Background: an optimization exercise with open tools, aiming at small area and a short achievable clock period. Do not read the settings as production practice. Where RTL was checked, it was by simulation tests only, not by an equivalence proof against the original. The RTL of runs 1 and 2 was laid out without a check of its function. No activity file was given, so power comes from the tool's default toggle rates.

==> design/flow/flow/run.sh <==
#!/bin/bash
# Standard ORFS layout, with plain buffers on the ports instead of the
# delay-cell buffers buffer_ports picks by default, and timing repair free
# to change a cell's footprint.
set -euo pipefail
bash standard.sh 'BUFFER_PORTS_ARGS=-buffer_cell sky130_fd_sc_hd__buf_1' MATCH_CELL_FOOTPRINT=0 finish > standard.log 2>&1
==> design/flow/standard.sh <==
#!/bin/bash
# synth_recipe.tcl (not shown) runs the flow's synth.tcl, then flattens the netlist and writes it again
# the make line also repeats each setting of config.mk as NAME=value (left out here)
make -C /OpenROAD-flow-scripts/flow DESIGN_CONFIG=/design/flow/config.mk WORK_HOME=/design/flow/orfs CLKGATE_MAP_FILE= SYNTH_SCRIPT=/design/flow/synth_recipe.tcl "${@:-finish}"
==> design/flow/config.mk <==
export PLATFORM = sky130hd
export DESIGN_NAME = alu_top
export DESIGN_NICKNAME = alu_top
export VERILOG_FILES = /design/flow/design.v
export SDC_FILE = /design/flow/constraint.sdc
export NUM_CORES = 4
export LEC_CHECK = 0
export ABC_AREA = 1
export CAP_MARGIN = 20
export CORE_MARGIN = 2
export CORE_UTILIZATION = 40
export SETUP_SLACK_MARGIN = 3.2
export SLEW_MARGIN = 20
export TNS_END_PERCENT = 5
==> design/flow/constraint.sdc <==
create_clock -name core_clock -period 6.0 [get_ports {clk}]
set_input_delay 1.2000 -clock core_clock [delete_from_list [all_inputs] [get_ports {clk}]]
set_output_delay 1.2000 -clock core_clock [all_outputs]
set_load 0.01 [all_outputs]
==> design/flow/design.v <==
module alu_pre(instruction, regA, regB, p, g, sh, sl, sr, fctl, beq);
input  [31:0] instruction, regA, regB;
output [31:0] p;           
output [31:0] g;           
output        sh;          
output        sl, sr;      
output [3:0]  fctl;        
output        beq;         
function [4:0] neg5(input [4:0] x);   
    neg5 = {x[4] ^ (|x[3:0]), x[3] ^ (|x[2:0]), x[2] ^ (|x[1:0]),
            x[1] ^ x[0], x[0]};
endfunction
wire [5:0] op = instruction[31:26];
wire [5:0] fn = instruction[5:0];
wire       rsz = (instruction[25:21] == 5'b0);
wire r = (op == 6'b000000);
wire r_add  = r & (fn == 6'b100000);
wire r_addu = r & (fn == 6'b100001);
wire r_sub  = r & (fn == 6'b100010);
wire r_subu = r & (fn == 6'b100011);
wire r_and  = r & (fn == 6'b100100);
wire r_or   = r & (fn == 6'b100101);
wire r_xor  = r & (fn == 6'b100110);
wire r_nor  = r & (fn == 6'b100111);
wire r_slt  = r & (fn == 6'b101010);
wire r_sltu = r & (fn == 6'b101011);
wire r_sll  = r & (fn == 6'b000000);
wire r_srl  = r & (fn == 6'b000010 || fn == 6'b000011);
wire r_sllv = r & (fn == 6'b000100);
wire r_srlv = r & (fn == 6'b000110 || fn == 6'b000111);
wire i_addi  = (op == 6'b001000);
wire i_addiu = (op == 6'b001001);
wire i_andi  = (op == 6'b001100);
wire i_ori   = (op == 6'b001101);
wire i_xori  = (op == 6'b001110);
wire i_beq   = (op == 6'b000100) | (op == 6'b000101);
wire i_slti  = (op == 6'b001010);
wire i_sltiu = (op == 6'b001011);
wire i_mem   = (op == 6'b100011) | (op == 6'b101011);
wire sub   = r_sub | r_subu | r_slt | r_sltu | i_beq | i_slti | i_sltiu;
wire add   = r_add | r_addu | i_addi | i_addiu | i_mem;
wire simm  = i_addi | i_slti | i_mem;
wire l_and = r_and | i_andi;
wire l_or  = r_or | i_ori;
wire l_xor = r_xor | i_xori;
wire shl   = r_sll | r_sllv;
wire shr   = r_srl | r_srlv;
wire shc   = r_sll | r_srl;
wire [31:0] imm = {{16{simm & instruction[15]}}, instruction[15:0]};
wire        rr = r | i_beq;                     
wire [31:0] u = (rr | rsz) ? regA : regB;
wire [31:0] v = rr ? regB : imm;
wire       big   = rsz ? (|regA[31:5]) : (|regB[31:5]);
wire       shz   = (r_sllv | r_srlv) & big;       
wire c_addR = (fn[5:1] == 5'b10000);
wire c_subR = fn[5] & ~fn[4] & ~fn[2] & fn[1];
wire c_shR  = (fn[5:3] == 3'b000) & (fn[1] | ~fn[0]);
wire c_addI = (op == 6'b001000) | (op == 6'b001001) | i_mem;
wire c_subI = (op[5:2] == 4'b0001 & ~op[1]) | (op[5:1] == 5'b00101);
wire c_add  = r ? c_addR : c_addI;
wire c_sub  = r ? c_subR : c_subI;
wire c_ox   = r ? (fn == 6'b100101 | fn == 6'b100110)            
                : (op == 6'b001101 | op == 6'b001110);
wire c_ao   = r ? (fn[5:1] == 5'b10010) : (op[5:1] == 5'b00110);   
wire c_sh   = r & c_shR;
wire c_nor  = r & (fn == 6'b100111);
wire c_swsub = c_sub & rr & ~rsz;            
wire [3:0] tp  = {c_sub | c_ao | c_sh,
                  c_add | c_ox | (c_sh & ~rsz),
                  c_add | c_ox | (c_sh & rsz),
                  c_sub | c_nor};
wire [3:0] tg  = {c_add, c_sub & ~c_swsub, c_swsub, 1'b0};
wire [3:0] tp0 = {c_ao | c_sh,
                  c_sub | c_add | c_ox | (c_sh & ~rsz),
                  c_sub | c_add | c_ox | (c_sh & rsz),
                  c_nor};
wire [3:0] tg0 = {c_add | c_sub, c_sub & ~c_swsub, c_swsub, c_sub};
wire [4:0] sh_c = shl ? instruction[10:6] : neg5(instruction[10:6]);
wire [4:0] sh_a = shc ? sh_c : shl ? regA[4:0] : neg5(regA[4:0]);
wire [4:0] sh_b = shc ? sh_c : shl ? regB[4:0] : neg5(regB[4:0]);
wire [4:0] ra   = rsz ? sh_a : sh_b;
genvar i;
generate for (i = 0; i < 32; i = i + 1) begin : bt
    if (i == 0) begin : z
        assign p[i] = tp0[{u[i], v[i]}];
        assign g[i] = tg0[{u[i], v[i]}];
    end else if (i >= 27) begin : a
        assign p[i] = tp[{u[i], v[i]}];
        assign g[i] = (shl | shr) ? ra[i-27] : tg[{u[i], v[i]}];
    end else begin : n
        assign p[i] = tp[{u[i], v[i]}];
        assign g[i] = tg[{u[i], v[i]}];
    end
end endgenerate
assign sh = shl | shr;
wire       sz = (ra == 5'd0);
assign sl = (shl | (shr & sz)) & ~shz;
assign sr = shr & ~sz & ~shz;
wire ab31 = regA[31] ^ regB[31];
assign fctl = {(r_add & ~ab31) | (r_sub & ab31) | i_addi,
               i_addi ? instruction[15] : (rsz ? regA[31] : regB[31]),
               r_slt | i_slti, r_sltu | i_sltiu};
assign beq = i_beq;
endmodule
module alu(p, g, sh, sl, sr, fctl, beq, result, flags);
input  [31:0] p, g;
input         sh, sl, sr;
input  [3:0]  fctl;
input         beq;
output [31:0] result;
output [2:0]  flags;
wire [31:0] gg [0:5];
wire [31:0] pp [0:5];
assign gg[0] = g;
assign pp[0] = p;
genvar i, l;
generate for (l = 0; l < 5; l = l + 1) begin : lvl
    for (i = 0; i < 32; i = i + 1) begin : bt
        if (i >= (1 << l)) begin : m
            assign gg[l+1][i] = gg[l][i] | (pp[l][i] & gg[l][i - (1 << l)]);
            assign pp[l+1][i] = pp[l][i] & pp[l][i - (1 << l)];
        end else begin : k
            assign gg[l+1][i] = gg[l][i];
            assign pp[l+1][i] = pp[l][i];
        end
    end
end endgenerate
wire [32:0] c = {gg[5], 1'b0};           
wire [31:0] sum = p ^ c[31:0];
wire [4:0]  ra = g[31:27];
wire [63:0] w0 = {p & {32{sl}}, p & {32{sr}}};
wire [63:0] w1 = ra[4] ? {w0[47:0], 16'b0} : w0;
wire [63:0] w2 = ra[3] ? {w1[55:0], 8'b0} : w1;
wire [63:0] w3 = ra[2] ? {w2[59:0], 4'b0} : w2;
wire [63:0] w4 = ra[1] ? {w3[61:0], 2'b0} : w3;
wire [63:0] w5 = ra[0] ? {w4[62:0], 1'b0} : w4;
assign result = sh ? w5[63:32] : sum;
assign flags = {beq & (&p[31:1]) & ~p[0], (fctl[1] & sum[31]) | (fctl[0] & ~c[32]),
                fctl[3] & (c[31] ^ fctl[2])};
endmodule
module alu_top(clk, instruction, regA, regB, result, flags);
input clk;
input [31:0] instruction, regA, regB;
output [31:0] result;
output [2:0] flags;
wire [31:0] p_d, g_d;
wire        sh_d, sl_d, sr_d, beq_d;
wire [3:0]  fctl_d;
reg  [31:0] p_q, g_q;
reg         sh_q, sl_q, sr_q, beq_q;
reg  [3:0]  fctl_q;
reg  [31:0] result_q;
reg  [2:0]  flags_q;
wire [31:0] result_d;
wire [2:0]  flags_d;
alu_pre u_pre(.instruction(instruction), .regA(regA), .regB(regB),
              .p(p_d), .g(g_d), .sh(sh_d), .sl(sl_d), .sr(sr_d),
              .fctl(fctl_d), .beq(beq_d));
alu u_alu(.p(p_q), .g(g_q), .sh(sh_q), .sl(sl_q), .sr(sr_q),
          .fctl(fctl_q), .beq(beq_q), .result(result_d), .flags(flags_d));
always @(posedge clk) begin
    p_q <= p_d;
    g_q <= g_d;
    sh_q <= sh_d;
    sl_q <= sl_d;
    sr_q <= sr_d;
    fctl_q <= fctl_d;
    beq_q <= beq_d;
    result_q <= result_d;
    flags_q <= flags_d;
end
assign result = result_q;
assign flags = flags_q;
endmodule
==> summary.txt, run 1 <==
commonest cells in the netlist 487 x nand2_1, 235 x nand3_1, 164 x inv_1; Area Overhead vs Synth 11.8%; Reg clk slew, reported paths 0.08 ns; # fillers 2762; Post-DP Area 0.0104 mm2; Synth Register Bits 107; Die W 161 um; Tot GR Track Use 29.0%; Max transition margin 33.1%; synth unique cells 51; Final Power 2040 uW; largest net degree at the start of global routing 46; Starting Density 40.6%; prevailing post-synth register cell dfxtp_1; Mean Syn Cell Area 5.67 um2; asr flop ratio synth 0%; CTS Sinks 107; Int Power 1260 uW; Ant. Diodes 0; RSZ-0062 raised after global routing yes; TritonCTS Buffers 9; Root Driver clkbuf_16; sequential-to-total area share from yosys stat 21.7%; IO buf count 126; power share of the combinational group 27.3%; nature of the critical path endpoint flop; Fin Clk Skew 0.0201 ns; Achievable Freq 0.362 GHz; grt total ovfl 0; share of the synthesized area in the top cell type 21.7%; slew of the pin with the lowest slew margin 1.00 ns; final net count 1922; worst path arrival time 3.00 ns; drt drc 0; Min Clock Period, post-route 2.76 ns; # rows 57; total die area 0.0259 mm2; Hold/Removal Path Class flop to flop; Reg power frac 41.7%; synth top area cells dfxtp_1 22%, nand2_1 19%, nand3_1 12%; htree depth 3; WL/cell 17.9 um; sw power 785 uW; Pleak 0.00488 uW; post-route ant nets 0; Slew Viols, Final 0; Starting DRT DRC Count 1209; top-level port count 132; initial antenna violation count 0; peak fanout along the critical path 33; core footprint 0.0242 mm2; endpoints failing hold 0; CTS tree yes; Syn Inst Count 1738; First-pass DRT Iterations 5; P per Cell Area 185 mW/mm2; Max Root-Sink Buffers 2; sw frac 38.4%; setup TNS 0 ns; Post-Synthesis Cell Area 0.00985 mm2; Max IR drop VDD 0.125 mV; max-cap violations 0; Setup CP Type input pin to flop; Die Span Y 161 um; routed vias 12000; Clock power frac 31.0%; period utilisation layout 46.0%; startpoint types input pin; via/cell ratio 5.61; placed cell count 2117; layout cells sized above 1 6.31%; count of synthesis-stage warnings from yosys 3; fin cells 2147; final WL 38.5 mm; GP Congestion 0.946; Min Hold Slack 0.421 ns; Setup-failing EPs final 0; Synth area leader dfxtp_1; clock insertion delay at the later pin of the skew report 0.37 ns; global-route wire length before repair 59.3 mm; status finished clean; dpl hpwl 29.4 mm; vias in the first global route 10800; cell area after layout 0.0110 mm2; count leader, synth nand2_1; WP data required 6.24 ns; number of synthesized flops with an enable pin 0
## registers in the layout, indices dropped and copies added (netlist names)
| name | flops |
|---|---|
| g_q | 32 |
| fctl_q | 4 |
| beq_q | 1 |
| p_q | 32 |
| sr_q | 1 |
| result_q | 32 |
| flags_q | 3 |
| sh_q | 1 |
| sl_q | 1 |
## metrics by stage
stage                     utilization, %  worst slack, ns
final                               45.4             3.24
after detailed placement            43.0             1.69
after CTS                           44.9             3.18
after global routing                45.4             3.11
after floorplan                        -             3.45
after global placement              43.0             1.78
## power by group through the flow
stage                     logic (uW)  clock network [uW]  registers, uW
after floorplan                  354                   0            846
after global placement           525                   0            866
after detailed placement         531                   0            867
after CTS                        542                 642            851
after global routing             621                 670            859
final                            557                 633            852
## metal layers
layer  global-route usage, %  wire length [um]
met1                    39.7             17200
met2                    47.0             17400
met3                    2.69              2480
met4                    11.4              1460
met5                       0                 0
## path summary, 6_finish.rpt
path             endpoint  cells after the start  slack (ns)             from
max reg2reg  result_q[31]                     10        3.29             sl_q
min reg2reg    flags_q[0]                      2        0.42        fctl_q[3]
min            flags_q[0]                      2        0.42        fctl_q[3]
max               p_q[22]                     12        3.24  instruction[29]
## repair_timing
item / CTS / global route
buffers inserted: 3 / 5
hold buffers: 0 / 0
gates resized for setup: 37 / 13
pin swaps: 5 / 4
gates cloned: 3 / 3
endpoints found under the setup margin: 64 / 84
## critical path, stage by stage
cell	delay, ns
buf_1	0.20
nor2_2	0.10
nand2_2	0.12
nor2_8	0.06
nand3_1	0.12
o211ai_2	0.11
buf_12	0.19
nor2_4	0.25
buf_4	0.20
nand2_4	0.13
o21ai_0	0.18
o21ai_1	0.12
## kinds of logic after synthesis
kind of cell / after synthesis / synth area share (%)
AOI/OAI and AO/OA: 428 / 24.7
DFF: 107 / 21.7
and+or+nand+nor: 933 / 41.5
adders and majority gates: 7 / 0.889
buffers and inverters: 258 / 10.8
xor gates and xnor gates: 5 / 0.444
## area by class of cell
| class | instances | area (um2) | share of cell area, % |
|---|---|---|---|
| repair buffers | 148 | 662 | 6.01 |
| well taps | 324 | 405 | 3.68 |
| flip-flops and latches | 107 | 2140 | 19.5 |
| inverters | 173 | 669 | 6.08 |
| clock inverters | 7 | 83.8 | 0.761 |
| clock buffers | 9 | 225 | 2.04 |
| multi-input cells | 1379 | 6830 | 62.0 |
## placed cells by master, fill, tap and decap left out, types with 4 or more instances in the layout
| cell type | count |
|---|---|
| a22oi_1 | 5 |
| o21ai_0 | 113 |
| buf_4 | 20 |
| or2_2 | 15 |
| ha_1 | 7 |
| o211ai_1 | 54 |
| o22ai_1 | 15 |
| a21o_1 | 4 |
| nand2_8 | 6 |
| inv_1 | 163 |
| nor2_1 | 121 |
| o21bai_1 | 6 |
| nand2_1 | 487 |
| o21a_1 | 9 |
| nor2_4 | 7 |
| dfxtp_1 | 107 |
| o21ai_1 | 78 |
| nand3_1 | 235 |
| inv_2 | 6 |
| buf_1 | 123 |
| a21oi_1 | 120 |
| o21ai_2 | 13 |
| nor3_1 | 15 |
| nand4_1 | 22 |
| xor2_1 | 5 |
| nand2_2 | 8 |
| nand2_4 | 6 |
| clkbuf_16 | 9 |
==> run 2: changes to the inputs <==
--- a/design/flow/config.mk
+++ b/design/flow/config.mk
@@ -10,5 +10,5 @@
 export CORE_MARGIN = 2
 export CORE_UTILIZATION = 40
-export SETUP_SLACK_MARGIN = 3.2
+export SETUP_SLACK_MARGIN = 3.3
 export SLEW_MARGIN = 20
 export TNS_END_PERCENT = 5
==> summary.txt, run 2 <==
status finished clean (unchanged); Setup WS pre-CTS 1.69 ns (unchanged); IO buf count 126 (unchanged); most common cell after layout, fill and taps aside nand2_1 (unchanged); First-pass DRT Iterations 6 (was 5); HP Start fctl_q[3] (unchanged); CP Cell Sequence buf_1 -> nor2_2 -> nand2_2 -> nor2_8 -> nand3_1 -> o211ai_2 -> buf_12 -> nor2_4 -> buf_4 -> nand2_8 -> nand2_1 -> a21oi_1 (was buf_1 -> nor2_2 -> nand2_2 -> nor2_8 -> nand3_1 -> o211ai_2 -> buf_12 -> nor2_4 -> buf_4 -> nand2_4 -> o21ai_0 -> o21ai_1); FF-to-FF Start sr_q (was sl_q); count leader, synth nand2_1 (unchanged); # rows 57 (unchanged); largest net degree at the start of global routing 46 (unchanged); synth top area cells dfxtp_1 22%, nand2_1 19%, nand3_1 12% (unchanged); drt drc 0 (unchanged); Max transition margin 32.9% (was 33.1%); initial antenna violation count 0 (unchanged); Critical Path Max Stage Delay 0.23 ns (was 0.25 ns); final WL 38.6 mm (was 38.5 mm); setup TNS 0 ns (unchanged); Die Span Y 161 um (unchanged); commonest cells after routing, fill and taps aside 486 x nand2_1, 234 x nand3_1, 163 x inv_1 (was 487 x nand2_1, 235 x nand3_1, 163 x inv_1); Post-Synthesis Cell Area 0.00985 mm2 (unchanged); slew of the pin with the lowest slew margin 1.00 ns (about the same); Syn Inst Count 1738 (unchanged); period utilisation layout 45.5% (was 46.0%); Starting Density 40.6% (unchanged); Slowest cell on crit path buf_12 (was nor2_4); Min Hold Slack 0.421 ns (about the same); via/cell ratio 5.63 (was 5.61); core footprint 0.0242 mm2 (unchanged); RSZ-0062 raised after global routing yes (unchanged); worst path arrival time 3.00 ns (about the same); top-level port count 132 (unchanged); share of the synthesized area in the top cell type 21.7% (unchanged); dpl hpwl 29.4 mm (unchanged); max-cap violations 0 (unchanged); Tot GR Track Use 29.0% (about the same); Pleak 0.00491 uW (was 0.00488 uW); global-route wire length before repair 59.3 mm (about the same); WL/cell 18.0 um (was 17.9 um); Max IR drop VDD 0.128 mV (was 0.125 mV); commonest cells in the netlist 487 x nand2_1, 235 x nand3_1, 164 x inv_1 (unchanged); biggest regs g_q (32), p_q (32), result_q (32) (unchanged); post-route ant nets 0 (unchanged); Ant. Diodes 0 (unchanged); startpoint types input pin (unchanged); fin cells 2151 (was 2147); Final Util 45.6% (was 45.4%); synth unique cells 51 (unchanged); Slew Viols, Final 0 (unchanged); htree depth 3 (unchanged); Area Overhead vs Synth 12.3% (was 11.8%); CTS Hold Bufs 0 (unchanged); Achievable Freq 0.366 GHz (was 0.362 GHz); vias in the first global route 10800 (about the same); GP Congestion 0.946 (unchanged); Die W 161 um (unchanged); Hold/Removal Path Class flop to flop (unchanged); Synth Register Bits 107 (unchanged); # fillers 2753 (was 2762); P per Cell Area 185 mW/mm2 (about the same); sequential-to-total area share from yosys stat 21.7% (unchanged); Setup CP Type input pin to flop (unchanged); peak fanout along the critical path 33 (unchanged); count of synthesis-stage warnings from yosys 3 (unchanged); TritonCTS Buffers 9 (unchanged); Fin Clk Skew 0.0179 ns (was 0.0201 ns); nature of the critical path endpoint flop (unchanged); endpoints failing hold 0 (unchanged); Synth area leader dfxtp_1 (unchanged); number of synthesized flops with an enable pin 0 (unchanged); critical path startpoint instruction[29] (unchanged); Root Driver clkbuf_16 (unchanged); clock insertion delay at the later pin of the skew report 0.38 ns (was 0.37 ns); CTS tree yes (unchanged); total die area 0.0259 mm2 (unchanged); Min Clock Period, post-route 2.73 ns (was 2.76 ns); routed vias 12100 (was 12000); final net count 1926 (was 1922); WP data required 6.27 ns (was 6.24 ns); layout cells sized above 1 6.62% (was 6.31%); CTS Sinks 107 (unchanged); Mean Syn Cell Area 5.67 um2 (unchanged); prevailing post-synth register cell dfxtp_1 (unchanged); Max Root-Sink Buffers 2 (unchanged); grt total ovfl 0 (unchanged); placed cell count 2117 (unchanged); Setup-failing EPs final 0 (unchanged); Starting DRT DRC Count 1187 (was 1209); worst setup margin 3.27 ns (was 3.24 ns); Reg clk slew, reported paths 0.07 ns (was 0.08 ns); asr flop ratio synth 0% (unchanged)
-- run 2: kinds of logic (layout without fill, tap and decap cells) --
group | after synthesis | count (layout) | synth area share, %
DFF | 107 | 107 | 21.7
and+or+nand+nor | 933 | 939 | 41.5
buffers and inverters | 258 | 341 | 10.8
AOI/OAI and AO/OA | 428 | 428 | 24.7
xor gates and xnor gates | 5 | 5 | 0.444
adders and majority gates | 7 | 7 | 0.889
-- run 2: timing repair --
action                                 CTS  global route
setup endpoints to repair               66            97
cloned                                   3             3
setup buffers                            6             6
endpoints found under the hold margin    0             0
pin swaps                                6             7
gates resized for setup                 43            10
-- run 2: power by group --
group / total, uW / leakage [uW] / switching (uW) / internal, uW
registers: 853 / 0.000883 / 74.1 / 779
clock network: 634 / 0.000152 / 331 / 303
logic: 558 / 0.00387 / 382 / 177
total: 2040 / 0.00491 / 787 / 1260
-- run 2: path summary, 6_finish.rpt --
check,end,slack [ns],cells past startpoint
hold / removal,flags_q[0],0.42,2
setup / recovery,p_q[13],3.27,12
hold reg to reg,flags_q[0],0.42,2
setup reg to reg,result_q[1],3.36,10
-- run 2: cell type report --
cell class,instances,area [um2],share of cell area [%]
multi-input cells,1379,6830,61.7
clock buffers,9,225,2.04
inverters,173,669,6.05
flip-flops and latches,107,2140,19.4
clock inverters,7,83.8,0.757
well taps,324,405,3.66
repair buffers,152,708,6.40
-- run 2: critical path: cells and delay by family --
kind,cells,cell delay (ns)
AND/OR/NAND/NOR,7,0.91
buffers and inverters,3,0.55
AO/OA/AOI/OAI,2,0.34
-- run 2: stage by stage --
stage / instance area, um2 / power [uW]
4_1_cts: 10900 / 2040
3_5_place_dp: 10400 / 1400
3_3_place_gp: 10400 / 1390
5_1_grt: 11100 / 2150
2_1_floorplan: 9850 / 1200
6_report: 11100 / 2040
-- run 2: routing by layer --
metal  share of wire (%)  vias up  global-route usage, %  wire, um
met4                 3.7        0                   11.7      1420
met3                 7.2       73                   2.71      2800
met1                  44     5458                   39.7     16900
li1                    -     6012                      -         -
met5                   0        -                      0         0
met2                  45      569                   46.8     17600
==> run 3: changes to the inputs <==
--- a/design/flow/design.v
+++ b/design/flow/design.v
@@ -117,7 +117,7 @@
 generate for (l = 0; l < 5; l = l + 1) begin : lvl
     for (i = 0; i < 32; i = i + 1) begin : bt
-        if (i >= (1 << l)) begin : m
-            assign gg[l+1][i] = gg[l][i] | (pp[l][i] & gg[l][i - (1 << l)]);
-            assign pp[l+1][i] = pp[l][i] & pp[l][i - (1 << l)];
+        if (i & (1 << l)) begin : m
+            assign gg[l+1][i] = gg[l][i] | (pp[l][i] & gg[l][((i >> l) << l) - 1]);
+            assign pp[l+1][i] = pp[l][i] & pp[l][((i >> l) << l) - 1];
         end else begin : k
             assign gg[l+1][i] = gg[l][i];
==> summary.txt, run 3 <==
status finished clean (unchanged); Slew Viols, Final 0 (unchanged); asr flop ratio synth 0% (unchanged); routed vias 11300 (was 12100); period utilisation layout 46.0% (was 45.5%); Max IR drop VDD 0.178 mV (was 0.128 mV); dpl hpwl 25.8 mm (was 29.4 mm); CTS tree yes (unchanged); Synth area leader dfxtp_1 (unchanged); peak fanout along the critical path 24 (was 33); htree depth 3 (unchanged); # rows 55 (was 57); top-level port count 132 (unchanged); First-pass DRT Iterations 6 (unchanged); vias in the first global route 9636 (was 10800); # fillers 2403 (was 2753); prevailing post-synth register cell dfxtp_1 (unchanged); WP data required 6.23 ns (was 6.27 ns); post-route ant nets 0 (unchanged); sequential-to-total area share from yosys stat 23.3% (was 21.7%); WL/cell 18.5 um (was 18.0 um); xor/xnor share of the synthesized area 0.286% (was 0.444%); Die Span Y 156 um (was 161 um); Post-Synthesis Cell Area 0.00920 mm2 (was 0.00985 mm2); Setup-failing EPs final 0 (unchanged); Final Power 2040 uW (about the same); Reg clk slew, reported paths 0.07 ns (about the same); Pleak 0.00491 uW (about the same); number of synthesized flops with an enable pin 0 (unchanged); post-synthesis compound-gate area fraction 27.6% (was 24.7%); CTS Hold Bufs 0 (unchanged); Tot GR Track Use 27.8% (was 29.0%); Ant. Diodes 0 (unchanged); final WL 36.4 mm (was 38.6 mm); Final Util 48.1% (was 45.6%); worst path arrival time 2.99 ns (was 3.00 ns); Syn Inst Count 1563 (was 1738); Hold/Removal Path Class flop to flop (unchanged); Synth Area in Simple Gates 36.5% (was 41.5%); Starting DRT DRC Count 1108 (was 1187); grt total ovfl 0 (unchanged); GP Congestion 0.972 (was 0.946); Post-DP Area 0.00972 mm2 (was 0.0104 mm2); Max Root-Sink Buffers 2 (unchanged); synth top area cells dfxtp_1 23%, nand2_1 18%, nand3_1 10% (was dfxtp_1 22%, nand2_1 19%, nand3_1 12%); nature of the critical path endpoint flop (unchanged); Synth Register Bits 107 (unchanged); Reg area 0.00214 mm2 (about the same); drt drc 0 (unchanged); P per Cell Area 187 mW/mm2 (was 185 mW/mm2); Setup CP Type input pin to flop (unchanged); Area Overhead vs Synth 18.4% (was 12.3%); via/cell ratio 5.73 (was 5.63); Root Driver clkbuf_16 (unchanged); largest family of logic cells by synthesized area simple AND/OR/NAND/NOR gates (unchanged); Achievable Freq 0.362 GHz (was 0.366 GHz); core footprint 0.0226 mm2 (was 0.0242 mm2); slew of the pin with the lowest slew margin 0.974 ns (was 1.00 ns); Mean Syn Cell Area 5.89 um2 (was 5.67 um2); final net count 1785 (was 1926); setup TNS 0 ns (unchanged); startpoint types input pin (unchanged); Starting Density 40.6% (about the same); adder-cell share of the synthesized area 1.50% (was 0.889%); initial antenna violation count 0 (unchanged); mux cell area share after synthesis 0.109% (was 0%); Max transition margin 35.0% (was 32.9%); largest net degree at the start of global routing 51 (was 46); commonest cells in the netlist 439 x nand2_1, 189 x nand3_1, 153 x inv_1 (was 487 x nand2_1, 235 x nand3_1, 164 x inv_1); count leader, synth nand2_1 (unchanged); layout cells sized above 1 10.6% (was 6.62%); Die W 156 um (was 161 um); most common cell after layout, fill and taps aside nand2_1 (unchanged); clock insertion delay at the later pin of the skew report 0.37 ns (was 0.38 ns); total die area 0.0242 mm2 (was 0.0259 mm2); area of the multi-input gates 0.00644 mm2 (was 0.00683 mm2); CTS Sinks 107 (unchanged); share of the synthesized area in the top cell type 23.3% (was 21.7%); RSZ-0062 raised after global routing yes (unchanged); commonest cells after routing, fill and taps aside 431 x nand2_1, 187 x nand3_1, 151 x inv_1 (was 486 x nand2_1, 234 x nand3_1, 163 x inv_1); synth unique cells 52 (was 51); endpoints failing hold 0 (unchanged); max-cap violations 0 (unchanged); cell area after layout 0.0109 mm2 (was 0.0111 mm2); biggest regs g_q (32), p_q (32), result_q (32) (unchanged); IO buf count 126 (unchanged); TritonCTS Buffers 9 (unchanged); count of synthesis-stage warnings from yosys 3 (unchanged); Min Clock Period, post-route 2.76 ns (was 2.73 ns); global-route wire length before repair 52.9 mm (was 59.3 mm); Fin Clk Skew 0.00988 ns (was 0.0179 ns)
==> run 3: cell families (layout without fill, tap and decap cells) <==
| family | Yosys count | in the layout |
|---|---|---|
| AOI/OAI and AO/OA | 430 | 430 |
| and+or+nand+nor | 770 | 779 |
| adders and majority gates | 11 | 11 |
| xor gates and xnor gates | 3 | 3 |
| buffers and inverters | 241 | 351 |
| DFF | 107 | 107 |
| muxes | 1 | 1 |
==> run 3: metal layers <==
layer | GRT usage, % | vias up | routed length, um
met3 | 3.33 | 78 | 2610
li1 | - | 5560 | -
met4 | 10.1 | 0 | 1480
met1 | 38.8 | 5140 | 15900
met5 | 0 | - | 0
met2 | 44.0 | 489 | 16500
==> run 3: power by group <==
part           total, uW  switching [uW]  internal, uW
sequential           845            57.0           788
clock                587             298           289
combinational        608             408           201
==> run 3: stage by stage <==
stage	instances	worst slack (ns)	hold slack, ns
3_5_place_dp	1904	1.48	0.456
2_1_floorplan	1563	3.42	0.402
6_report	1967	3.24	0.464
4_1_cts	1940	3.25	0.471
5_1_grt	1967	3.21	0.500
3_3_place_gp	1904	1.51	0.452
==> run 3: worst max-delay path, cell delays in order <==
cell and delay [ns]:
clkbuf_2 0.14, nor2_4 0.07, nand3_4 0.19, nor2_2 0.10, a21oi_4 0.26, inv_8 0.12
nor3_4 0.23, buf_12 0.18, nand2_8 0.12, nor3_1 0.22, o21ai_1 0.14
==> run 3: worst paths after layout <==
check | slack, ns | end | start | cells past startpoint
setup / recovery | 3.24 | p_q[0] | instruction[26] | 11
hold / removal | 0.46 | result_q[0] | p_q[0] | 2
setup reg to reg | 3.45 | result_q[6] | g_q[31] | 12
hold reg to reg | 0.46 | result_q[0] | p_q[0] | 2
==> run 3: layout make-up <==
type	instances	share of cell area (%)
multi-input combinational	1224	59.2
timing repair buffer	171	8.93
clock inverter	7	0.574
tap	285	3.27
sequential	107	19.7
timing repair inverter	2	0.207
inverter	162	6.11
clock buffer	9	2.07
==> run 3: timing repair <==
action                     4_1_cts  5_1_grt
setup buffers                   16       16
gates cloned                     4       10
pin swaps                        9       20
resized for setup               34       84
setup endpoints to repair       65       97
==> run 4: changes to the inputs <==
--- a/design/flow/config.mk
+++ b/design/flow/config.mk
@@ -10,5 +10,5 @@
 export CORE_MARGIN = 2
 export CORE_UTILIZATION = 40
-export SETUP_SLACK_MARGIN = 3.3
+export SETUP_SLACK_MARGIN = 3.1
 export SLEW_MARGIN = 20
 export TNS_END_PERCENT = 5
==> summary.txt, run 4 <==
status finished clean (unchanged); Mean Syn Cell Area 5.89 um2 (unchanged); First-pass DRT Iterations 6 (unchanged); via/cell ratio 5.68 (was 5.73); total die area 0.0242 mm2 (unchanged); drt drc 0 (unchanged); CTS tree yes (unchanged); CTS Sinks 107 (unchanged); number of synthesized flops with an enable pin 0 (unchanged); most common cell after layout, fill and taps aside nand2_1 (unchanged); htree depth 3 (unchanged); global-route wire length before repair 52.0 mm (was 52.9 mm); Synth Register Bits 107 (unchanged); Post-Synthesis Cell Area 0.00920 mm2 (unchanged); synth unique cells 52 (unchanged); RSZ-0062 raised after global routing yes (unchanged); count leader, synth nand2_1 (unchanged); Die Span Y 156 um (unchanged); Setup CP Type input pin to flop (unchanged); IO buf count 126 (unchanged); Max IR drop VDD 0.176 mV (was 0.178 mV); largest net degree at the start of global routing 64 (was 51); CP Cell Sequence buf_1 -> nor2_2 -> nand3_4 -> nor2_2 -> a21oi_4 -> inv_4 -> nor3_4 -> buf_12 -> nand2_8 -> nor3_1 -> o21ai_1 (was clkbuf_2 -> nor2_4 -> nand3_4 -> nor2_2 -> a21oi_4 -> inv_8 -> nor3_4 -> buf_12 -> nand2_8 -> nor3_1 -> o21ai_1); sequential-to-total area share from yosys stat 23.3% (unchanged); Slew Viols, Final 0 (unchanged); Starting Density 40.6% (unchanged); final WL 34.3 mm (was 36.4 mm); vias in the first global route 9482 (was 9636); final net count 1760 (was 1785); Reg clk slew, reported paths 0.07 ns (about the same); max-cap violations 0 (unchanged); Starting DRT DRC Count 1104 (was 1108); grt total ovfl 0 (unchanged); CTS Hold Bufs 0 (unchanged); nature of the critical path endpoint flop (unchanged); Syn Inst Count 1563 (unchanged); Tot GR Track Use 27.2% (was 27.8%); WL/cell 17.6 um (was 18.5 um); clock insertion delay at the later pin of the skew report 0.36 ns (was 0.37 ns); GP Congestion 0.972 (unchanged); TritonCTS Buffers 9 (unchanged); Buf+Inv Stages, Crit Path 3 (unchanged); Setup-failing EPs final 0 (unchanged); area of the multi-input gates 0.00620 mm2 (was 0.00644 mm2); Min Hold Slack 0.465 ns (was 0.464 ns); Fin Clk Skew 0.0104 ns (was 0.00988 ns); Pleak 0.00467 uW (was 0.00491 uW); fin cells 1943 (was 1967); asr flop ratio synth 0% (unchanged); worst setup margin 3.09 ns (was 3.24 ns); setup TNS 0 ns (unchanged); prevailing post-synth register cell dfxtp_1 (unchanged); Die W 156 um (unchanged); top-level port count 132 (unchanged); CP most frequent cell nor2_2; # fillers 2438 (was 2403); Area Overhead vs Synth 12.9% (was 18.4%); peak fanout along the critical path 32 (was 24); routed vias 11000 (was 11300); count of synthesis-stage warnings from yosys 3 (unchanged); WP data required 6.22 ns (was 6.23 ns); Largest delay share family, worst path simple AND/OR/NAND/NOR gates (unchanged); endpoints failing hold 0 (unchanged); Max Root-Sink Buffers 2 (unchanged); # rows 55 (unchanged); commonest cells in the netlist 439 x nand2_1, 189 x nand3_1, 153 x inv_1 (unchanged); post-route ant nets 0 (unchanged); slew of the pin with the lowest slew margin 0.972 ns (was 0.974 ns); Critical Path Max Stage Delay 0.25 ns (was 0.26 ns); commonest cells after routing, fill and taps aside 438 x nand2_1, 189 x nand3_1, 152 x inv_1 (was 431 x nand2_1, 187 x nand3_1, 151 x inv_1); share of the synthesized area in the top cell type 23.3% (unchanged); Max transition margin 35.2% (was 35.0%); Achievable Freq 0.344 GHz (was 0.362 GHz); P per Cell Area 193 mW/mm2 (was 187 mW/mm2); Synth area leader dfxtp_1 (unchanged); layout cells sized above 1 6.70% (was 10.6%); biggest regs g_q (32), p_q (32), result_q (32) (unchanged); period utilisation layout 48.5% (was 46.0%); Hold/Removal Path Class flop to flop (unchanged); placed cell count 1904 (unchanged); initial antenna violation count 0 (unchanged); worst path arrival time 3.13 ns (was 2.99 ns); Reg area 0.00214 mm2 (unchanged); core footprint 0.0226 mm2 (unchanged); startpoint types input pin (unchanged); dpl hpwl 25.8 mm (unchanged); Root Driver clkbuf_16 (unchanged); Min Clock Period, post-route 2.91 ns (was 2.76 ns); Setup WS pre-CTS 1.48 ns (unchanged); synth top area cells dfxtp_1 23%, nand2_1 18%, nand3_1 10% (unchanged); Slowest cell on crit path nor3_4 (was a21oi_4)
## run 4: changes by cell type in the layout (fill, tap and decap cells not counted), sizes merged
cell    before  now
nand2      455  449
diode        0    1
clkbuf      20   10
clkinv       7    6
buf        160  153
inv        162  161
## run 4: repair_timing
item | 4_1_cts | 5_1_grt
gates resized for setup | 22 | 14
setup endpoints to repair | 64 | 84
setup buffers | 10 | 8
pin swaps | 7 | 5
cloned | 2 | 1
## run 4: logic make-up (layout without fill, tap and decap cells)
kind of cell	after synthesis	count (layout)	synth area share (%)
buffers and inverters	241	332	10.7
AOI/OAI and AO/OA	430	430	27.6
and+or+nand+nor	770	773	36.5
DFF	107	107	23.3
xor gates and xnor gates	3	3	0.286
adders and majority gates	11	11	1.50
other	0	1	0
muxes	1	1	0.109
## run 4: area by class of cell
class	instances	share of cell area (%)
Sequential cell	107	20.6
Antenna cell	1	0.0241
Inverter	162	6.13
Clock buffer	9	2.17
Tap cell	285	3.43
Clock inverter	7	0.602
Timing Repair Buffer	154	7.37
Multi-Input combinational cell	1218	59.6
## run 4: routing by layer
layer	global-route usage [%]	share of wire, %	vias up
met4	8.78	2.7	0
met1	38.5	46	5023
met5	0	0	-
li1	-	-	5507
met3	3.11	6.6	53
met2	43.3	45	452
## run 4: path summary, 6_finish.rpt
kind,from,to,slack [ns],cells past startpoint
worst max-delay path,instruction[28],p_q[0],3.09,11
worst min-delay path,p_q[0],result_q[0],0.47,2
worst max register to register,p_q[10],result_q[17],3.30,8
worst min register to register,p_q[0],result_q[0],0.47,2
## run 4: power breakdown
group	internal [uW]	total, uW	switching [uW]
Combinational	186	575	390
Sequential	788	845	56.6
Clock	289	582	293
Total	1260	2000	739
## run 4: worst register-to-register path, delay by kind of cell, from the launching register on
| family | cells | cell delay [ns] |
|---|---|---|
| flip-flops | 1 | 0.42 |
| AO/OA/AOI/OAI | 1 | 0.40 |
| AND/OR/NAND/NOR | 5 | 1.32 |
| adder cells (fa/ha/maj) | 1 | 0.26 |
| buffers and inverters | 1 | 0.17 |
## run 4: metrics by stage
stage          instance area [um2]  total power [uW]  utilization [%]
4_1_cts                      10200              2000             45.3
3_3_place_gp                  9720              1400             43.0
6_report                     10400              2000             45.9
2_1_floorplan                 9200              1210                -
3_5_place_dp                  9720              1400             43.0
5_1_grt                      10400              2120             45.9
==> run 5: changes to the inputs <==
--- a/design/flow/config.mk
+++ b/design/flow/config.mk
@@ -10,5 +10,5 @@
 export CORE_MARGIN = 2
 export CORE_UTILIZATION = 40
-export SETUP_SLACK_MARGIN = 3.1
+export SETUP_SLACK_MARGIN = 3.2
 export SLEW_MARGIN = 20
 export TNS_END_PERCENT = 5
==> summary.txt, run 5 <==
synth top area cells dfxtp_1 23%, nand2_1 18%, nand3_1 10% (unchanged); Max Root-Sink Buffers 2 (unchanged); nature of the critical path endpoint flop (unchanged); First-pass DRT Iterations 6 (unchanged); Reg power frac 42.0% (was 42.2%); clock insertion delay at the later pin of the skew report 0.36 ns (about the same); via/cell ratio 5.72 (was 5.68); slew of the pin with the lowest slew margin 0.973 ns (was 0.972 ns); prevailing post-synth register cell dfxtp_1 (unchanged); Setup CP Type input pin to flop (unchanged); CTS Hold Bufs 0 (unchanged); drt drc 0 (unchanged); Reg clk slew, reported paths 0.07 ns (about the same); max-cap violations 0 (unchanged); WL/cell 17.9 um (was 17.6 um); worst setup margin 3.18 ns (was 3.09 ns); peak fanout along the critical path 16 (was 32); CP Cell Sequence clkbuf_2 -> nor2_4 -> nand3_4 -> nor2_2 -> nor2_8 -> nand2_8 -> nand2_1 -> nand2_4 -> a21oi_1 -> nor2_1 (was buf_1 -> nor2_2 -> nand3_4 -> nor2_2 -> a21oi_4 -> inv_4 -> nor3_4 -> buf_12 -> nand2_8 -> nor3_1 -> o21ai_1); largest net degree at the start of global routing 51 (was 64); FF-to-FF Start p_q[10] (unchanged); # rows 55 (unchanged); number of synthesized flops with an enable pin 0 (unchanged); power share of the combinational group 29.0% (was 28.7%); total die area 0.0242 mm2 (unchanged); IO buf count 126 (unchanged); CTS tree yes (unchanged); biggest regs g_q (32), p_q (32), result_q (32) (unchanged); Syn Inst Count 1563 (unchanged); Mean Syn Cell Area 5.89 um2 (unchanged); sw power 745 uW (was 739 uW); Root Driver clkbuf_16 (unchanged); fin cells 1945 (was 1943); final WL 34.8 mm (was 34.3 mm); Die Span Y 156 um (unchanged); commonest cells in the netlist 439 x nand2_1, 189 x nand3_1, 153 x inv_1 (unchanged); share of the synthesized area in the top cell type 23.3% (unchanged); setup TNS 0 ns (unchanged); sw frac 37.1% (was 36.9%); cell area after layout 0.0105 mm2 (was 0.0104 mm2); post-route ant nets 0 (unchanged); FF-to-FF path depth 8 (unchanged); Slew Viols, Final 0 (unchanged); critical path startpoint instruction[27] (was instruction[28]); status finished clean (unchanged); Int Power 1270 uW (was 1260 uW); vias in the first global route 9545 (was 9482); placed cell count 1904 (unchanged); startpoint types input pin (unchanged); Slowest cell on crit path nand2_4 (was nor3_4); Final Util 46.2% (was 45.9%); Starting Density 40.6% (unchanged); CTS Sinks 107 (unchanged); core footprint 0.0226 mm2 (unchanged); Max transition margin 35.1% (was 35.2%); count of synthesis-stage warnings from yosys 3 (unchanged); Min Clock Period, post-route 2.82 ns (was 2.91 ns); P per Cell Area 192 mW/mm2 (was 193 mW/mm2); Clock power frac 29.0% (was 29.1%); Achievable Freq 0.355 GHz (was 0.344 GHz); count leader, synth nand2_1 (unchanged); endpoints failing hold 0 (unchanged); Pleak 0.00471 uW (was 0.00467 uW); Tot GR Track Use 27.5% (was 27.2%); synth unique cells 52 (unchanged); Buf+Inv Stages, Crit Path 1 (was 3); RSZ-0062 raised after global routing yes (unchanged); Setup-failing EPs final 0 (unchanged); Post-Synthesis Cell Area 0.00920 mm2 (unchanged); top-level port count 132 (unchanged); Die W 156 um (unchanged); most common cell after layout, fill and taps aside nand2_1 (unchanged); sequential-to-total area share from yosys stat 23.3% (unchanged); TritonCTS Buffers 9 (unchanged); GP Congestion 0.972 (unchanged); dpl hpwl 25.8 mm (unchanged); Hold/Removal Path Class flop to flop (unchanged); Setup WS pre-CTS 1.48 ns (unchanged); WP depth 10 (was 11); Ant. Diodes 0 (was 1); grt total ovfl 0 (unchanged); layout cells sized above 1 7.41% (was 6.70%); Critical Path Max Stage Delay 0.32 ns (was 0.25 ns); worst path arrival time 3.11 ns (was 3.13 ns); routed vias 11100 (was 11000); Post-DP Area 0.00972 mm2 (unchanged); initial antenna violation count 0 (unchanged); asr flop ratio synth 0% (unchanged); Fin Clk Skew 0.00890 ns (was 0.0104 ns); Hold Path Depth 2 (unchanged); Largest delay share family, worst path simple AND/OR/NAND/NOR gates (unchanged); Area Overhead vs Synth 13.8% (was 12.9%); global-route wire length before repair 52.5 mm (was 52.0 mm); Synth Register Bits 107 (unchanged); Starting DRT DRC Count 992 (was 1104); Max IR drop VDD 0.177 mV (was 0.176 mV); Synth area leader dfxtp_1 (unchanged); WP data required 6.29 ns (was 6.22 ns); commonest cells after routing, fill and taps aside 434 x nand2_1, 189 x nand3_1, 152 x inv_1 (was 438 x nand2_1, 189 x nand3_1, 152 x inv_1); period utilisation layout 47.0% (was 48.5%); HP Start p_q[0] (unchanged); final net count 1763 (was 1760); htree depth 3 (unchanged)
==> run 5: changes by cell type in the layout (fill, tap and decap cells not counted), moves of 2 or more <==
cell | before | now
buf_1 | 125 | 122
clkbuf_2 | 1 | 4
o21ai_1 | 99 | 105
o21ai_2 | 12 | 14
o21ai_0 | 94 | 86
nand2_4 | 3 | 5
nand2_1 | 438 | 434
nand2_2 | 2 | 5
==> run 5: final cells by class <==
cell class / count / area, um2
fill: 2427 / 12200
clock inverter: 7 / 62.6
clock buffer: 9 / 225
sequential: 107 / 2140
tap: 285 / 357
timing repair buffer: 155 / 782
inverter: 162 / 642
multi-input combinational: 1220 / 6260
==> run 5: cells by family after synthesis <==
| kind of cell | after synthesis | synth area share [%] |
|---|---|---|
| adders and majority gates | 11 | 1.50 |
| xor gates and xnor gates | 3 | 0.286 |
| and+or+nand+nor | 770 | 36.5 |
| buffers and inverters | 241 | 10.7 |
| DFF | 107 | 23.3 |
| AOI/OAI and AO/OA | 430 | 27.6 |
| muxes | 1 | 0.109 |
==> run 5: metal layers <==
| layer | track usage, % | part of all wire (%) | vias up | routed length, um |
|---|---|---|---|---|
| met5 | 0 | 0 | - | 0 |
| met4 | 8.78 | 2.7 | 0 | 926 |
| met3 | 3.08 | 7.7 | 59 | 2690 |
| met2 | 44.0 | 45 | 475 | 15800 |
| met1 | 38.8 | 44 | 5077 | 15500 |
| li1 | - | - | 5514 | - |
==> run 5: worst paths after layout <==
kind | slack, ns | to
setup / recovery | 3.18 | p_q[5]
hold / removal | 0.46 | result_q[0]
setup reg to reg | 3.32 | result_q[17]
hold reg to reg | 0.46 | result_q[0]
==> run 5: per-stage QoR <==
step / power (uW) / hold slack (ns)
floorplan: 1210 / 0.402
global placement: 1400 / 0.452
detailed placement: 1400 / 0.456
CTS: 2000 / 0.471
global route: 2130 / 0.500
finish: 2010 / 0.464
==> run 5: worst reg2reg max path, delay by kind of cell, from the launching register on <==
family,cells,cell delay [ns]
AND/OR/NAND/NOR,5,1.31
AO/OA/AOI/OAI,1,0.40
adder cells (fa/ha/maj),1,0.26
buffers and inverters,1,0.17
flip-flops,1,0.43
==> run 5: power by group through the flow <==
stage               logic (uW)  registers (uW)  clock network, uW
finish                     583             845                583
global route               647             852                626
CTS                        559             844                596
detailed placement         542             861                  0
global placement           537             861                  0
floorplan                  353             859                  0
==> run 5: timing repair <==
action,4_1_cts,5_1_grt
gates resized for setup,26,35
gates cloned,3,2
endpoints found under the setup margin,64,89
setup buffers,12,7
pin swaps,8,7
==> run 6: changes to the inputs <==
--- a/design/flow/config.mk
+++ b/design/flow/config.mk
@@ -9,5 +9,5 @@
 export CAP_MARGIN = 20
 export CORE_MARGIN = 2
-export CORE_UTILIZATION = 40
+export CORE_UTILIZATION = 45
 export SETUP_SLACK_MARGIN = 3.2
 export SLEW_MARGIN = 20
==> summary.txt, run 6 <==
post-route ant nets 0 (unchanged); Fin Clk Skew 0.0122 ns (was 0.00890 ns); TritonCTS Buffers 9 (unchanged); number of synthesized flops with an enable pin 0 (unchanged); final WL 34.0 mm (was 34.8 mm); final net count 1765 (was 1763); Root Driver clkbuf_16 (unchanged); Area Overhead vs Synth 13.9% (was 13.8%); nature of the critical path endpoint flop (unchanged); Slew Viols, Final 0 (unchanged); count of synthesis-stage warnings from yosys 3 (unchanged); First-pass DRT Iterations 5 (was 6); largest net degree at the start of global routing 64 (was 51); CTS tree yes (unchanged); P per Cell Area 195 mW/mm2 (was 192 mW/mm2); placed cell count 1889 (was 1904); Die Span Y 147 um (was 156 um); prevailing post-synth register cell dfxtp_1 (unchanged); total die area 0.0216 mm2 (was 0.0242 mm2); most common cell after layout, fill and taps aside nand2_1 (unchanged); CTS Sinks 107 (unchanged); endpoints failing hold 0 (unchanged); met1 Use GR 41.8% (was 38.8%); # rows 52 (was 55); via/cell ratio 5.71 (was 5.72); met3 usage 3.88% (was 3.08%); Starting DRT DRC Count 920 (was 992); commonest cells after routing, fill and taps aside 437 x nand2_1, 189 x nand3_1, 152 x inv_1 (was 434 x nand2_1, 189 x nand3_1, 152 x inv_1); Die W 147 um (was 156 um); max-cap violations 0 (unchanged); global-route wire length before repair 50.5 mm (was 52.5 mm); asr flop ratio synth 0% (unchanged); status finished clean (unchanged); commonest cells in the netlist 439 x nand2_1, 189 x nand3_1, 153 x inv_1 (unchanged); RSZ-0062 raised after global routing yes (unchanged); fin cells 1932 (was 1945); layout cells sized above 1 7.04% (was 7.41%); grt total ovfl 0 (unchanged); Mean Syn Cell Area 5.89 um2 (unchanged); Min Clock Period, post-route 2.84 ns (was 2.82 ns); FF-to-FF path depth 11 (was 8); Min Hold Slack 0.488 ns (was 0.464 ns); Max IR drop VDD 0.122 mV (was 0.177 mV); IO buf count 126 (unchanged); Synth area leader dfxtp_1 (unchanged); met2 usage in global routing 47.2% (was 44.0%); peak fanout along the critical path 23 (was 16); WP data required 6.28 ns (was 6.29 ns); Achievable Freq 0.352 GHz (was 0.355 GHz); Critical Path Max Stage Delay 0.27 ns (was 0.32 ns); Starting Density 45.6% (was 40.6%); top-level port count 132 (unchanged); Synth Register Bits 107 (unchanged); Slowest cell on crit path nand4_1 (was nand2_4); Ant. Diodes 0 (unchanged); initial antenna violation count 0 (unchanged); sequential-to-total area share from yosys stat 23.3% (unchanged); Final Power 2050 uW (was 2010 uW); Setup CP Type input pin to flop (unchanged); Hold/Removal Path Class flop to flop (unchanged); GP Congestion 1.03 (was 0.972); most used routing layer met2 (unchanged); synth top area cells dfxtp_1 23%, nand2_1 18%, nand3_1 10% (unchanged); Pleak 0.00473 uW (was 0.00471 uW); synth unique cells 52 (unchanged); core footprint 0.0202 mm2 (was 0.0226 mm2); Hold Path Sink result_q[0] (unchanged); HP Start p_q[0] (unchanged); Post-Synthesis Cell Area 0.00920 mm2 (unchanged); Tot GR Track Use 29.5% (was 27.5%); vias in the first global route 9372 (was 9545); period utilisation layout 47.3% (was 47.0%); Setup-failing EPs final 0 (unchanged); Hold Path Depth 2 (unchanged); setup TNS 0 ns (unchanged); Syn Inst Count 1563 (unchanged); biggest regs g_q (32), p_q (32), result_q (32) (unchanged); WL/cell 17.6 um (was 17.9 um); CP most frequent cell nor2_4; htree depth 3 (unchanged); slew of the pin with the lowest slew margin 0.980 ns (was 0.973 ns); clock insertion delay at the later pin of the skew report 0.36 ns (about the same); share of the synthesized area in the top cell type 23.3% (unchanged); dpl hpwl 25.1 mm (was 25.8 mm); Max transition margin 34.6% (was 35.1%); drt drc 0 (unchanged); routed vias 11000 (was 11100); Max Root-Sink Buffers 2 (unchanged); FF-to-FF Start sr_q (was p_q[10]); R2R Path End result_q[11] (was result_q[17]); Reg clk slew, reported paths 0.07 ns (about the same); worst path arrival time 3.12 ns (was 3.11 ns); count leader, synth nand2_1 (unchanged); startpoint types input pin (unchanged); # fillers 2191 (was 2427); CP Cell Sequence buf_1 -> nor2_4 -> nand4_1 -> nand2_8 -> inv_16 -> nand2_1 -> nand2_2 -> clkinv_4 -> nor2_4 -> buf_4 -> clkbuf_16 -> o21ai_1 -> a21oi_1 -> nor2_1 (was clkbuf_2 -> nor2_4 -> nand3_4 -> nor2_2 -> nor2_8 -> nand2_8 -> nand2_1 -> nand2_4 -> a21oi_1 -> nor2_1); R2R setup slack 3.30 ns (was 3.32 ns)
[run 6: worst max path at each step]
stage	slack [ns]	start	endpoint
2_1_floorplan	3.42	instruction[31]	g_q[16]
3_3_place_gp	1.52	instruction[27]	p_q[26]
3_5_place_dp	1.49	instruction[27]	g_q[26]
4_1_cts	3.20	instruction[31]	g_q[3]
5_1_grt	3.07	instruction[30]	p_q[31]
6_report	3.16	instruction[30]	p_q[9]
[run 6: report_power, final]
part	leakage (uW)	internal (uW)	switching [uW]
Clock	0.000158	336	288
Sequential	0.000884	788	57.6
Combinational	0.00369	188	388
Total	0.00473	1310	734
[run 6: repair_timing]
item / in CTS / in global routing
hold buffers: 0 / 0
gates resized for setup: 26 / 19
pin swaps: 7 / 8
endpoints found under the setup margin: 64 / 98
endpoints found under the hold margin: 0 / 0
gates cloned: 2 / 5
setup buffers: 9 / 11
[run 6: per-stage QoR]
stage | instance area, um2 | util, % | setup WS, ns
after floorplan | 9200 | - | 3.42
after global placement | 9710 | 48.1 | 1.52
after detailed placement | 9710 | 48.1 | 1.49
after CTS | 10200 | 50.7 | 3.20
after global routing | 10500 | 52.0 | 3.07
final | 10500 | 52.0 | 3.16
[run 6: per-layer routing]
layer  share of wire [%]  wire (um)
met5                   0          0
met1                  45      15200
met4                 2.5        860
met3                 7.1       2400
met2                  46      15500
[run 6: worst max-delay path, delay by kind of cell]
| family | cells | cell delay (ns) |
|---|---|---|
| AND/OR/NAND/NOR | 7 | 1.06 |
| buffers and inverters | 5 | 0.67 |
| AO/OA/AOI/OAI | 2 | 0.17 |
[run 6: cell type report]
cell class / instances / area, um2 / share of cell area, %
inverter: 162 / 646 / 6.16
clock buffer: 9 / 225 / 2.15
tap: 270 / 338 / 3.22
timing repair buffer: 158 / 812 / 7.75
clock inverter: 7 / 93.8 / 0.895
sequential: 107 / 2140 / 20.4
multi-input combinational: 1219 / 6220 / 59.4
[run 6: cells by family after synthesis]
logic type / count (synthesis) / share of synthesized area [%]
adders and majority gates: 11 / 1.50
AOI/OAI and AO/OA: 430 / 27.6
and+or+nand+nor: 770 / 36.5
xor gates and xnor gates: 3 / 0.286
buffers and inverters: 241 / 10.7
DFF: 107 / 23.3
muxes: 1 / 0.109
==> run 7: changes to the inputs <==
==> design/flow/flow/run.sh (replaced) <==
#!/bin/bash
# Standard ORFS layout, with plain buffers on the ports instead of the
# delay-cell buffers buffer_ports picks by default, and timing repair free
# to change a cell's footprint; the buffers ABC added are removed
# before timing repair.
set -euo pipefail
bash standard.sh 'BUFFER_PORTS_ARGS=-buffer_cell sky130_fd_sc_hd__buf_1' MATCH_CELL_FOOTPRINT=0 REMOVE_ABC_BUFFERS=1 finish > standard.log 2>&1
--- a/design/flow/config.mk
+++ b/design/flow/config.mk
@@ -9,6 +9,6 @@
 export CAP_MARGIN = 20
 export CORE_MARGIN = 2
-export CORE_UTILIZATION = 45
+export CORE_UTILIZATION = 40
 export SETUP_SLACK_MARGIN = 3.2
 export SLEW_MARGIN = 20
-export TNS_END_PERCENT = 5
+export TNS_END_PERCENT = 20
==> summary.txt, run 7 <==
status finished clean (unchanged); Min Clock Period, post-route 2.80 ns (was 2.84 ns); Max Root-Sink Buffers 2 (unchanged); CTS tree yes (unchanged); htree depth 3 (unchanged); routed vias 11000 (about the same); dpl hpwl 25.2 mm (was 25.1 mm); WL/cell 17.6 um (about the same); largest net degree at the start of global routing 64 (unchanged); Syn Inst Count 1563 (unchanged); CP Cell Sequence clkbuf_2 -> inv_1 -> nand4_1 -> buf_4 -> nand2_8 -> inv_8 -> nand2_4 -> o21ai_1 -> o21ai_1 -> o32ai_1 (was buf_1 -> nor2_4 -> nand4_1 -> nand2_8 -> inv_16 -> nand2_1 -> nand2_2 -> clkinv_4 -> nor2_4 -> buf_4 -> clkbuf_16 -> o21ai_1 -> a21oi_1 -> nor2_1); CP most frequent cell o21ai_1 (was nor2_4); Max IR drop VDD 0.114 mV (was 0.122 mV); synth unique cells 52 (unchanged); RSZ-0062 raised after global routing yes (unchanged); Starting Density 40.6% (was 45.6%); Root Driver clkbuf_16 (unchanged); post-route ant nets 0 (unchanged); asr flop ratio synth 0% (unchanged); total die area 0.0242 mm2 (was 0.0216 mm2); Die Span Y 156 um (was 147 um); Tot GR Track Use 27.5% (was 29.5%); Ant. Diodes 0 (unchanged); # fillers 2503 (was 2191); vias in the first global route 9625 (was 9372); Setup CP Type input pin to flop (unchanged); Mean Syn Cell Area 5.89 um2 (unchanged); share of the synthesized area in the top cell type 23.3% (unchanged); Starting DRT DRC Count 974 (was 920); layout cells sized above 1 7.95% (was 7.04%); biggest regs g_q (32), p_q (32), result_q (32) (unchanged); Pleak 0.00472 uW (was 0.00473 uW); clock insertion delay at the later pin of the skew report 0.37 ns (was 0.36 ns); Slowest cell on crit path o21ai_1 (was nand4_1); TritonCTS Buffers 9 (unchanged); CTS Hold Bufs 0 (unchanged); setup TNS 0 ns (unchanged); number of synthesized flops with an enable pin 0 (unchanged); synth top area cells dfxtp_1 23%, nand2_1 18%, nand3_1 10% (unchanged); GP Congestion 0.949 (was 1.03); First-pass DRT Iterations 5 (unchanged); Area Overhead vs Synth 13.8% (was 13.9%); Buf+Inv Stages, Crit Path 4 (was 5); placed cell count 1905 (was 1889); Max transition margin 34.2% (was 34.6%); IO buf count 126 (unchanged); startpoint types input pin (unchanged); endpoints failing hold 0 (unchanged); # rows 55 (was 52); period utilisation layout 46.6% (was 47.3%); Reg clk slew, reported paths 0.09 ns (was 0.07 ns); Die W 156 um (was 147 um); P per Cell Area 193 mW/mm2 (was 195 mW/mm2); Largest delay share family, worst path compound AO/OA/AOI/OAI gates (was simple AND/OR/NAND/NOR gates); via/cell ratio 5.65 (was 5.71); fin cells 1946 (was 1932); CTS Sinks 107 (unchanged); global-route wire length before repair 52.3 mm (was 50.5 mm); worst path arrival time 3.03 ns (was 3.12 ns); nature of the critical path endpoint flop (unchanged); sequential-to-total area share from yosys stat 23.3% (unchanged); Fin Clk Skew 0.0194 ns (was 0.0122 ns); top-level port count 132 (unchanged); Final Power 2020 uW (was 2050 uW); final WL 34.3 mm (was 34.0 mm); Synth area leader dfxtp_1 (unchanged); most common cell after layout, fill and taps aside nand2_1 (unchanged); commonest cells after routing, fill and taps aside 433 x nand2_1, 189 x nand3_1, 151 x inv_1 (was 437 x nand2_1, 189 x nand3_1, 152 x inv_1); max-cap violations 0 (unchanged); Setup-failing EPs final 0 (unchanged); peak fanout along the critical path 31 (was 23); initial antenna violation count 0 (unchanged); slew of the pin with the lowest slew margin 0.986 ns (was 0.980 ns); Slew Viols, Final 0 (unchanged); Post-Synthesis Cell Area 0.00920 mm2 (unchanged); count of synthesis-stage warnings from yosys 3 (unchanged); count leader, synth nand2_1 (unchanged); Achievable Freq 0.357 GHz (was 0.352 GHz); Synth Register Bits 107 (unchanged); WP data required 6.23 ns (was 6.28 ns); Critical Path Max Stage Delay 0.38 ns (was 0.27 ns); drt drc 0 (unchanged); commonest cells in the netlist 439 x nand2_1, 189 x nand3_1, 153 x inv_1 (unchanged); grt total ovfl 0 (unchanged); prevailing post-synth register cell dfxtp_1 (unchanged); core footprint 0.0226 mm2 (was 0.0202 mm2); Hold/Removal Path Class flop to flop (unchanged); final net count 1764 (was 1765)
-- run 7: worst reg2reg max path: stages, from the launching register on --
cell     delay (ns)
dfxtp_1        0.41
inv_1          0.16
nor3_1         0.59
nand3_1        0.15
nand3_1        0.49
ha_1           0.28
nor2_1         0.05
o21ai_0        0.42
nand2_1        0.10
-- run 7: power by group --
group          leakage, uW  total [uW]  switching (uW)  internal [uW]
clock network     0.000149         610             312            298
logic              0.00369         568             382            186
registers         0.000885         846            57.8            788
total              0.00472        2020             752           1270
-- run 7: layer usage --
layer | GRT usage [%] | up-vias | wire (um) | share of wire (%)
met4 | 8.48 | 0 | 935 | 2.7
met1 | 38.7 | 4984 | 15700 | 46
met3 | 3.25 | 59 | 2130 | 6.2
met5 | 0 | - | 0 | 0
met2 | 43.8 | 414 | 15500 | 45
li1 | - | 5530 | - | -
-- run 7: path summary, 6_finish.rpt --
kind	to	depth (start not counted)	start	slack (ns)
worst max register to register	result_q[17]	8	p_q[10]	3.23
worst min-delay path	flags_q[0]	2	fctl_q[3]	0.42
worst min register to register	flags_q[0]	2	fctl_q[3]	0.42
worst max-delay path	g_q[8]	10	instruction[27]	3.20
-- run 7: cell families after synthesis --
| family | Yosys count | share of synthesized area [%] |
|---|---|---|
| AO/OA/AOI/OAI | 430 | 27.6 |
| XOR/XNOR | 3 | 0.286 |
| adder cells (fa/ha/maj) | 11 | 1.50 |
| buffers and inverters | 241 | 10.7 |
| flip-flops | 107 | 23.3 |
| multiplexers | 1 | 0.109 |
| AND/OR/NAND/NOR | 770 | 36.5 |
-- run 7: timing repair --
item / in CTS / in global routing
setup buffers: 11 / 8
endpoints found under the setup margin: 66 / 94
cloned: 2 / 4
resized for setup: 24 / 32
pin swaps: 7 / 7
-- run 7: final cells by class --
type	instances	area [um2]	area share, %
inverter	162	636	6.07
clock inverter	7	76.3	0.729
clock buffer	9	225	2.15
timing repair buffer	155	764	7.30
multi-input combinational	1221	6270	59.9
tap	285	357	3.41
sequential	107	2140	20.5
-- run 7: metrics by stage --
| step | area (um2) | setup slack, ns | util, % | hold WS [ns] |
|---|---|---|---|---|
| after floorplan | 8820 | 2.31 | - | 0.402 |
| after global placement | 9730 | 1.47 | 43.0 | 0.420 |
| after detailed placement | 9730 | 1.43 | 43.0 | 0.416 |
| after CTS | 10300 | 3.20 | 45.3 | 0.423 |
| after global routing | 10500 | 3.09 | 46.2 | 0.430 |
| final | 10500 | 3.20 | 46.2 | 0.417 |
==> run 8: changes to the inputs <==
--- a/design/flow/config.mk
+++ b/design/flow/config.mk
@@ -12,3 +12,3 @@
 export SETUP_SLACK_MARGIN = 3.2
 export SLEW_MARGIN = 20
-export TNS_END_PERCENT = 20
+export TNS_END_PERCENT = 5
==> summary.txt, run 8 <==
Slowest cell on crit path o21ai_1 (unchanged); Setup WS pre-CTS 1.43 ns (unchanged); Pleak 0.00467 uW (was 0.00472 uW); Syn Inst Count 1563 (unchanged); Reg area 0.00214 mm2 (unchanged); IO buf count 126 (unchanged); Slew Viols, Final 0 (unchanged); Min Hold Slack 0.418 ns (was 0.417 ns); largest net degree at the start of global routing 64 (unchanged); WP data required 6.31 ns (was 6.23 ns); worst path arrival time 3.10 ns (was 3.03 ns); via/cell ratio 5.61 (was 5.65); Post-DP Area 0.00973 mm2 (unchanged); CTS tree yes (unchanged); Achievable Freq 0.358 GHz (was 0.357 GHz); commonest cells in the netlist 439 x nand2_1, 189 x nand3_1, 153 x inv_1 (unchanged); # rows 55 (unchanged); global-route wire length before repair 52.3 mm (unchanged); grt total ovfl 0 (unchanged); Tot GR Track Use 27.5% (unchanged); Die W 156 um (unchanged); placed cell count 1905 (unchanged); synth top area cells dfxtp_1 23%, nand2_1 18%, nand3_1 10% (unchanged); area of the multi-input gates 0.00618 mm2 (was 0.00627 mm2); peak fanout along the critical path 32 (was 31); sequential-to-total area share from yosys stat 23.3% (unchanged); P per Cell Area 195 mW/mm2 (was 193 mW/mm2); Synth Register Bits 107 (unchanged); TritonCTS Buffers 9 (unchanged); post-route ant nets 0 (unchanged); count leader, synth nand2_1 (unchanged); share of the synthesized area in the top cell type 23.3% (unchanged); # fillers 2512 (was 2503); Synth area leader dfxtp_1 (unchanged); initial antenna violation count 0 (unchanged); Reg clk slew, reported paths 0.09 ns (about the same); Area Overhead vs Synth 12.7% (was 13.8%); HP Start fctl_q[3] (unchanged); max-cap violations 0 (unchanged); RSZ-0062 raised after global routing yes (unchanged); drt drc 0 (unchanged); Starting DRT DRC Count 943 (was 974); Post-Synthesis Cell Area 0.00920 mm2 (unchanged); nature of the critical path endpoint flop (unchanged); Max transition margin 34.0% (was 34.2%); synth unique cells 52 (unchanged); commonest cells after routing, fill and taps aside 438 x nand2_1, 189 x nand3_1, 151 x inv_1 (was 433 x nand2_1, 189 x nand3_1, 151 x inv_1); htree depth 3 (unchanged); slew of the pin with the lowest slew margin 0.989 ns (was 0.986 ns); final net count 1760 (was 1764); cell area after layout 0.0104 mm2 (was 0.0105 mm2); CP most frequent cell nand2_1 (was o21ai_1); fin cells 1942 (was 1946); prevailing post-synth register cell dfxtp_1 (unchanged); Root Driver clkbuf_16 (unchanged); setup TNS 0 ns (unchanged); WL/cell 17.3 um (was 17.6 um); Starting Density 40.6% (unchanged); number of synthesized flops with an enable pin 0 (unchanged); clock insertion delay at the later pin of the skew report 0.37 ns (about the same); status finished clean (unchanged); biggest regs g_q (32), p_q (32), result_q (32) (unchanged); Setup-failing EPs final 0 (unchanged); Max IR drop VDD 0.116 mV (was 0.114 mV); most common cell after layout, fill and taps aside nand2_1 (unchanged); Setup CP Type input pin to flop (unchanged); vias in the first global route 9625 (unchanged); Max Root-Sink Buffers 2 (unchanged); endpoints failing hold 0 (unchanged); FF-to-FF Start p_q[10] (unchanged); Critical Path Max Stage Delay 0.30 ns (was 0.38 ns); CTS Hold Bufs 0 (unchanged); top-level port count 132 (unchanged); core footprint 0.0226 mm2 (unchanged); dpl hpwl 25.2 mm (unchanged); Min Clock Period, post-route 2.80 ns (about the same); asr flop ratio synth 0% (unchanged); routed vias 10900 (was 11000); final WL 33.7 mm (was 34.3 mm); period utilisation layout 46.6% (about the same); count of synthesis-stage warnings from yosys 3 (unchanged); Fin Clk Skew 0.0202 ns (was 0.0194 ns); First-pass DRT Iterations 7 (was 5); GP Congestion 0.949 (unchanged); critical path startpoint instruction[29] (was instruction[27]); Hold/Removal Path Class flop to flop (unchanged); Ant. Diodes 0 (unchanged); Mean Syn Cell Area 5.89 um2 (unchanged); CP Cell Sequence buf_1 -> inv_1 -> nor2_1 -> nand2_1 -> o21ai_1 -> a21oi_4 -> inv_6 -> nor3_4 -> buf_12 -> nand2_8 -> nand2_1 -> o21ai_1 -> nand2_1 -> nand2_1 (was clkbuf_2 -> inv_1 -> nand4_1 -> buf_4 -> nand2_8 -> inv_8 -> nand2_4 -> o21ai_1 -> o21ai_1 -> o32ai_1); layout cells sized above 1 6.70% (was 7.95%); CTS Sinks 107 (unchanged); startpoint types input pin (unchanged); worst setup margin 3.20 ns (about the same); total die area 0.0242 mm2 (unchanged); Die Span Y 156 um (unchanged)
## run 8: cell count changes in the layout (fill, tap and decap cells not counted), sizes merged
cell,before,now
buf,148,151
nand2,452,449
clkbuf,16,12
## run 8: per-stage QoR
stage | utilization, % | power [uW]
floorplan | - | 1200
global placement | 43.0 | 1390
detailed placement | 43.0 | 1400
CTS | 45.3 | 2020
global route | 45.8 | 2140
finish | 45.8 | 2020
## run 8: what timing repair did
item | in CTS | in global routing
gates cloned | 2 | 1
setup buffers | 11 | 7
resized for setup | 24 | 12
endpoints found under the setup margin | 66 | 94
pin swaps | 7 | 6
## run 8: area by class of cell
class,instances,area share [%]
clock buffers,9,2.17
clock inverters,7,0.736
inverters,162,6.13
multi-input cells,1218,59.7
flip-flops and latches,107,20.7
well taps,285,3.44
repair buffers,154,7.18
## run 8: worst max-delay path: cells and delay by family
family          cells  cell delay (ns)
compound gates      3             0.47
buf+inv             4             0.59
simple gates        7             0.83
## run 8: path summary, 6_finish.rpt
kind                  end  slack [ns]  depth (start not counted)
min reg2reg    flags_q[0]        0.42                          2
max reg2reg  result_q[17]        3.22                          8
max               p_q[22]        3.20                         14
min            flags_q[0]        0.42                          2
## run 8: power breakdown
group	internal (uW)	switching [uW]	total (uW)
Clock	298	313	612
Combinational	184	378	561
Sequential	788	57.7	845
## run 8: logic make-up after synthesis
group / Yosys count / synth area share [%]
simple gates: 770 / 36.5
compound gates: 430 / 27.6
buf+inv: 241 / 10.7
flops: 107 / 23.3
fa+ha+maj: 11 / 1.50
xor+xnor: 3 / 0.286
mux: 1 / 0.109
## run 8: routing by layer
layer	GRT usage, %	share of wire (%)	vias up
li1	-	-	5516
met1	38.7	46	4967
met2	43.8	45	363
met3	3.25	5.8	50
met4	8.48	2.5	0
met5	0	0	-

Check on run 8: ideal ports give 3.205 ns setup slack; a clkbuf_16 on the clock port and buf_2 on the inputs give 3.224 ns; moving port delays by the midpoint clock arrival (0.410 ns) as well gives 2.821 ns.
